Background: an optimization exercise with open tools, aiming at small area. Do not read the settings as production practice. Where RTL was checked, it was by simulation tests only, not by an equivalence proof against the original. Power figures rest on the tool's default switching activity, not on a simulated workload.

## diwall_top
module diwall_top (
    input  logic        clk,
    input  logic        rst_n,
    input  logic [11:0] csr_addr,
    input  logic [31:0] csr_wdata,
    input  logic [63:0] hpm0,
    input  logic [63:0] hpm1,
    input  logic [63:0] hpm2,
    output logic [1:0]  alert,
    output logic        alert_jamming,
    output logic        detect_done,
    output logic        ewma_done,
    output logic        enable_detect,
    output logic [31:0] ewma_rssi
);
Size in the first run: ~400 cells after synthesis, about 72 flip-flops, roughly 280 I/O pins, ~0.0049 mm^2 of cells after synthesis.
==> module diwall_top, before the edit <==
module diwall_top (
    input  logic        clk,
    input  logic        rst_n,
    input  logic [11:0] csr_addr,
    input  logic [31:0] csr_wdata,
    input  logic [63:0] hpm0,
    input  logic [63:0] hpm1,
    input  logic [63:0] hpm2,
    output logic [1:0]  alert,
    output logic        alert_jamming,
    output logic        detect_done,
    output logic        ewma_done,
    output logic        enable_detect,
    output logic [31:0] ewma_rssi
);
  logic armed;    
  logic en;       
  logic an;       
  logic dd;       
  logic init;     
  logic valid;    
  logic jam;      
  logic        v0, v1;      
  logic [30:2] rx;          
  logic        rs;          
  logic [30:0] q;           
  logic        qs;          
  logic        cy;          
  localparam int CUT = 17;
  localparam logic [30:0] LOOK = 31'h2aa8aaaa;
  wire csr_hit  = (csr_addr == 12'h320);
  wire arm_wr   = csr_hit & ~|csr_wdata;
  wire disarm_wr= csr_hit & &csr_wdata;
  wire busy     = en | an | (dd & init);    
  wire start    = armed & disarm_wr;
  wire ld_init  = start & ~init;
  wire ld_sum   = an & init;
  wire gt0 = (|hpm0[63:6]) | (&hpm0[5:3]);
  wire gt1 = (|hpm1[63:10]) | (hpm1[9] & (hpm1[8] | hpm1[7] |
             (hpm1[6] & (hpm1[5] | (hpm1[4] & (hpm1[3] | hpm1[2]))))));
  logic [30:0] op_r, op_a, op_b, s, c, h, g, sum;
  logic [31:0] k;
  always_comb begin
    op_r = {2'b00, rx[30:2]};
    op_a = {1'b0, q[30:1]};
    op_b = {2'b00, q[30:2]};
    s = op_r ^ op_a ^ op_b;
    c = {(op_r[29:0] & op_a[29:0]) | (op_r[29:0] & op_b[29:0]) | (op_a[29:0] & op_b[29:0]), 1'b0};
    h = s ^ c;
    g = s & c;
    k = '0;
    sum[0] = s[0];
    for (int i = 1; i < 31; i++) begin
      logic ci;
      if (!LOOK[i-1]) begin
        ci = (i == CUT) ? cy : k[i];
        k[i+1] = g[i] | (h[i] & ci);
        sum[i] = h[i] ^ ci;
        if (LOOK[i]) begin
          k[i+2]   = g[i+1] | (h[i+1] & g[i]) | (h[i+1] & h[i] & ci);
          sum[i+1] = h[i+1] ^ k[i+1];
        end
      end
    end
  end
  wire all_hi = &{qs, q[30:8]};
  wire above  = all_hi & q[7] & q[6];
  wire ge_lcl = all_hi & q[7] & (q[6] | q[5] | (q[4] & (q[3] | (q[2] & q[1]))));
  wire jam_nx = above | ~ge_lcl;
  always_ff @(posedge clk, negedge rst_n) begin
    if (!rst_n) begin
      armed <= 1'b0;
      en    <= 1'b0;
      an    <= 1'b0;
      dd    <= 1'b0;
      init  <= 1'b0;
      valid <= 1'b0;
      jam   <= 1'b0;
      qs    <= 1'b0;
      q[0]  <= 1'b0;
    end else begin
      armed <= ~busy & (armed ? ~disarm_wr : arm_wr);
      en    <= start;
      an    <= en;
      dd    <= an;
      init  <= init | dd;
      valid <= valid | ld_sum;
      if (dd & init) jam <= jam_nx;
      if (ld_sum) begin
        qs   <= rs;
        q[0] <= sum[0];
      end
    end
  end
  always_ff @(posedge clk) begin
    cy <= k[CUT];
    if (en) begin
      v0 <= gt0;
      v1 <= gt1;
    end
    if (start) begin
      rs <= hpm2[31];
      rx <= hpm2[30:2];
    end
    if (ld_sum) q[30:1] <= sum[30:1];
    else if (ld_init) q[30:1] <= hpm2[30:1];
  end
  assign enable_detect = en;
  assign detect_done   = dd;
  assign ewma_done     = init ? dd : an;
  assign alert         = {dd & v0, dd & v0 & v1};
  assign alert_jamming = jam;
  assign ewma_rssi     = {qs, q[30:1] & {30{valid}}, q[0]};
endmodule
export LEC_CHECK = 0
export CAP_MARGIN = 20
export CORE_MARGIN = 2
export CORE_UTILIZATION = 40
export SLEW_MARGIN = 20
create_clock -name core_clock -period 5.0 [get_ports {clk}]
standard.sh (not shown) runs the stock make flow with config.mk's settings and CLKGATE_MAP_FILE= SYNTH_SCRIPT=/design/flow/synth_recipe.tcl, a recipe that flattens the netlist after the stock synthesis.
==> flow/flow/run.sh <==
#!/bin/bash
# The standard layout, with the smallest buffer (buf_1) on every input and
# output port, and a clock tree of small buffers without dummy loads.
set -euo pipefail
bash standard.sh BUFFER_PORTS_ARGS="-buffer_cell sky130_fd_sc_hd__buf_1" \
  CTS_ARGS="-sink_clustering_enable -repair_clock_nets -dont_use_dummy_load -buf_list sky130_fd_sc_hd__clkbuf_4" \
  finish > orfs_make.log 2>&1
Rerun with:
--- a/flow/design.v
+++ b/flow/design.v
@@ -25,11 +25,11 @@
   logic        rs;          
   logic [30:0] q;           
   logic        qs;          
   logic        cy;          
   localparam int CUT = 17;
-  localparam logic [30:0] LOOK = 31'h2aa8aaaa;
+  localparam logic [30:0] LOOK = 31'h22a8aaa2;
   wire csr_hit  = (csr_addr == 12'h320);
   wire arm_wr   = csr_hit & ~|csr_wdata;
   wire disarm_wr= csr_hit & &csr_wdata;
   wire busy     = en | an | (dd & init);    
   wire start    = armed & disarm_wr;
What happened: The changed run ran to the end with no violations. Total power grows by 0.48%. Global-route usage shrinks by 0.59 points. First-iteration DRC count grows by 13%. Cell area shrinks by about 1.7%. Core utilization shrinks by 0.25 points. Cell count shrinks by 3.0%. Setup slack gets worse by 640 ps. Hold slack gets worse by 34 ps.
Only the layout flow was run in the first run of this note; the RTL was not checked for function there.

* * *

The RTL this note starts from:
==> flow/design.v <==
module diwall_top (
    input  logic        clk,
    input  logic        rst_n,
    input  logic [11:0] csr_addr,
    input  logic [31:0] csr_wdata,
    input  logic [63:0] hpm0,
    input  logic [63:0] hpm1,
    input  logic [63:0] hpm2,
    output logic [1:0]  alert,
    output logic        alert_jamming,
    output logic        detect_done,
    output logic        ewma_done,
    output logic        enable_detect,
    output logic [31:0] ewma_rssi
);
  logic armed;    
  logic en;       
  logic an;       
  logic dd;       
  logic init;     
  logic valid;    
  logic jam;      
  logic        v0, v1;      
  logic [30:2] rx;          
  logic        rs;          
  logic [30:0] q;           
  logic        qs;          
  logic        cy;          
  localparam int CUT = 16;
  wire csr_hit  = (csr_addr == 12'h320);
  wire arm_wr   = csr_hit & ~|csr_wdata;
  wire disarm_wr= csr_hit & &csr_wdata;
  wire busy     = en | an | (dd & init);    
  wire start    = armed & disarm_wr;
  wire ld_init  = start & ~init;
  wire ld_sum   = an & init;
  wire gt0 = (|hpm0[63:6]) | (&hpm0[5:3]);
  wire gt1 = (|hpm1[63:10]) | (hpm1[9] & (hpm1[8] | hpm1[7] |
             (hpm1[6] & (hpm1[5] | (hpm1[4] & (hpm1[3] | hpm1[2]))))));
  logic [30:0] op_r, op_a, op_b, s, c, sum;
  logic [31:0] k;
  logic        k_cut;
  always_comb begin
    op_r = {2'b00, rx[30:2]};
    op_a = {1'b0, q[30:1]};
    op_b = {2'b00, q[30:2]};
    s = op_r ^ op_a ^ op_b;
    c = {(op_r[29:0] & op_a[29:0]) | (op_r[29:0] & op_b[29:0]) | (op_a[29:0] & op_b[29:0]), 1'b0};
    {k_cut, sum[CUT-1:0]} = {1'b0, s[CUT-1:0]} + {1'b0, c[CUT-1:0]};
    sum[30:CUT] = s[30:CUT] + c[30:CUT] + {{(30-CUT){1'b0}}, cy};
    k = '0;
    k[CUT] = k_cut;
  end
  wire all_hi = &{qs, q[30:8]};
  wire above  = all_hi & q[7] & q[6];
  wire ge_lcl = all_hi & q[7] & (q[6] | q[5] | (q[4] & (q[3] | (q[2] & q[1]))));
  wire jam_nx = above | ~ge_lcl;
  always_ff @(posedge clk, negedge rst_n) begin
    if (!rst_n) begin
      armed <= 1'b0;
      en    <= 1'b0;
      an    <= 1'b0;
      dd    <= 1'b0;
      init  <= 1'b0;
      valid <= 1'b0;
      jam   <= 1'b0;
      qs    <= 1'b0;
      q[0]  <= 1'b0;
    end else begin
      armed <= ~busy & (armed ? ~disarm_wr : arm_wr);
      en    <= start;
      an    <= en;
      dd    <= an;
      init  <= init | dd;
      valid <= valid | ld_sum;
      if (dd & init) jam <= jam_nx;
      if (ld_sum) begin
        qs   <= rs;
        q[0] <= sum[0];
      end
    end
  end
  always_ff @(posedge clk) begin
    cy <= k[CUT];
    if (en) begin
      v0 <= gt0;
      v1 <= gt1;
    end
    if (start) begin
      rs <= hpm2[31];
      rx <= hpm2[30:2];
    end
    if (ld_sum) q[30:1] <= sum[30:1];
    else if (ld_init) q[30:1] <= hpm2[30:1];
  end
  assign enable_detect = en;
  assign detect_done   = dd;
  assign ewma_done     = init ? dd : an;
  assign alert         = {dd & v0, dd & v0 & v1};
  assign alert_jamming = jam;
  assign ewma_rssi     = {qs, q[30:1] & {30{valid}}, q[0]};
endmodule
==> flow/config.mk <==
export PLATFORM = sky130hd
export DESIGN_NAME = diwall_top
export DESIGN_NICKNAME = diwall_top
export VERILOG_FILES = /design/flow/design.v
export SDC_FILE = /design/flow/constraint.sdc
export NUM_CORES = 4
export LEC_CHECK = 0
export CAP_MARGIN = 20
export CORE_MARGIN = 2
export CORE_UTILIZATION = 40
export SLEW_MARGIN = 20
==> flow/constraint.sdc <==
create_clock -name core_clock -period 5.0 [get_ports {clk}]
set_input_delay 1.0000 -clock core_clock [delete_from_list [all_inputs] [get_ports {clk}]]
set_output_delay 1.0000 -clock core_clock [all_outputs]
set_load 0.01 [all_outputs]
run.sh (not shown) runs the stock make flow with config.mk's settings and CLKGATE_MAP_FILE= SYNTH_SCRIPT=/design/flow/synth_recipe.tcl, a recipe that flattens the netlist after the stock synthesis.
Stock flow here: none of the scripts above is used.
Edit:
--- a/flow/design.v
+++ b/flow/design.v
@@ -36,21 +36,23 @@
   wire ld_sum   = an & init;
   wire gt0 = (|hpm0[63:6]) | (&hpm0[5:3]);
   wire gt1 = (|hpm1[63:10]) | (hpm1[9] & (hpm1[8] | hpm1[7] |
              (hpm1[6] & (hpm1[5] | (hpm1[4] & (hpm1[3] | hpm1[2]))))));
-  logic [30:0] op_r, op_a, op_b, s, c, sum;
+  logic [30:0] op_r, op_a, op_b, cs_s, cs_c, sum;
   logic [31:0] k;
-  logic        k_cut;
   always_comb begin
     op_r = {2'b00, rx[30:2]};
     op_a = {1'b0, q[30:1]};
     op_b = {2'b00, q[30:2]};
-    s = op_r ^ op_a ^ op_b;
-    c = {(op_r[29:0] & op_a[29:0]) | (op_r[29:0] & op_b[29:0]) | (op_a[29:0] & op_b[29:0]), 1'b0};
-    {k_cut, sum[CUT-1:0]} = {1'b0, s[CUT-1:0]} + {1'b0, c[CUT-1:0]};
-    sum[30:CUT] = s[30:CUT] + c[30:CUT] + {{(30-CUT){1'b0}}, cy};
+    cs_s = op_r ^ op_a ^ op_b;
+    cs_c = {(op_r[29:0] & op_a[29:0]) | (op_r[29:0] & op_b[29:0]) | (op_a[29:0] & op_b[29:0]), 1'b0};
     k = '0;
-    k[CUT] = k_cut;
+    for (int i = 0; i < 31; i++) begin
+      logic ci;
+      ci = (i == CUT) ? cy : k[i];
+      sum[i]  = cs_s[i] ^ cs_c[i] ^ ci;
+      k[i+1]  = (cs_s[i] & cs_c[i]) | (cs_s[i] & ci) | (cs_c[i] & ci);
+    end
   end
   wire all_hi = &{qs, q[30:8]};
   wire above  = all_hi & q[7] & q[6];
   wire ge_lcl = all_hi & q[7] & (q[6] | q[5] | (q[4] & (q[3] | (q[2] & q[1]))));
After rerunning:
- The changed run produced a layout that fails on negative setup slack
- non-clock buffer count rises by 23
- setup slack loses 3.1 ns
- cell area falls by 5.5%
- clock-buffer cell count went down by 3
- critical path depth increases by 12
- final cell count goes down by 17%
- combinational power stays flat
- wire length shrinks by 20%
Only the layout flow was run in the first run of this note; the RTL was not checked for function there.

-- separate check: timing with driven ports --
The flow's constraints put no driver on any port. The routed layouts listed below were extracted and timed again, unchanged, in two steps. Step 1 sets driving cells, clkbuf_16 on the clock port and buf_2 on the other inputs (assumed; they add their load-dependent delay and slew). Step 2 moves the port delays by t, midway between the first and last clock arrival at a register: inputs arrive t later, outputs are due t later. That takes back most of the time a late clock gives input paths. Three values: ideal, step 1, step 2; two values: the first two.
| run | shift t [ns] | setup WS [ns] | hold slack, ns | latest minus earliest clock arrival (ns) | pins driven straight from the clock port |
|---|---|---|---|---|---|
| the first run of note 1 | 0.421 | 0.982 / 0.982 / 0.982 | 0.431 / 0.431 / 0.431 | 0.028 / 0.028 | 1 |
| the second run of note 1 | 0.419 | 0.340 / 0.340 / 0.340 | 0.397 / 0.397 / 0.397 | 0.039 / 0.039 | 1 |
| the first run of note 2 | 0.373 | 1.564 / 1.578 / 1.205 | 0.468 / 0.468 / 0.468 | 0.011 / 0.010 | 1 |
| the second run of note 2 | 0.358 | -1.577 / -1.577 / -1.577 | 0.439 / 0.439 / 0.439 | 0.006 / 0.005 | 1 |
The setup slack of the first run of note 2, which loses most, moves by +0.014 ns with the drivers and by -0.359 ns with both steps.
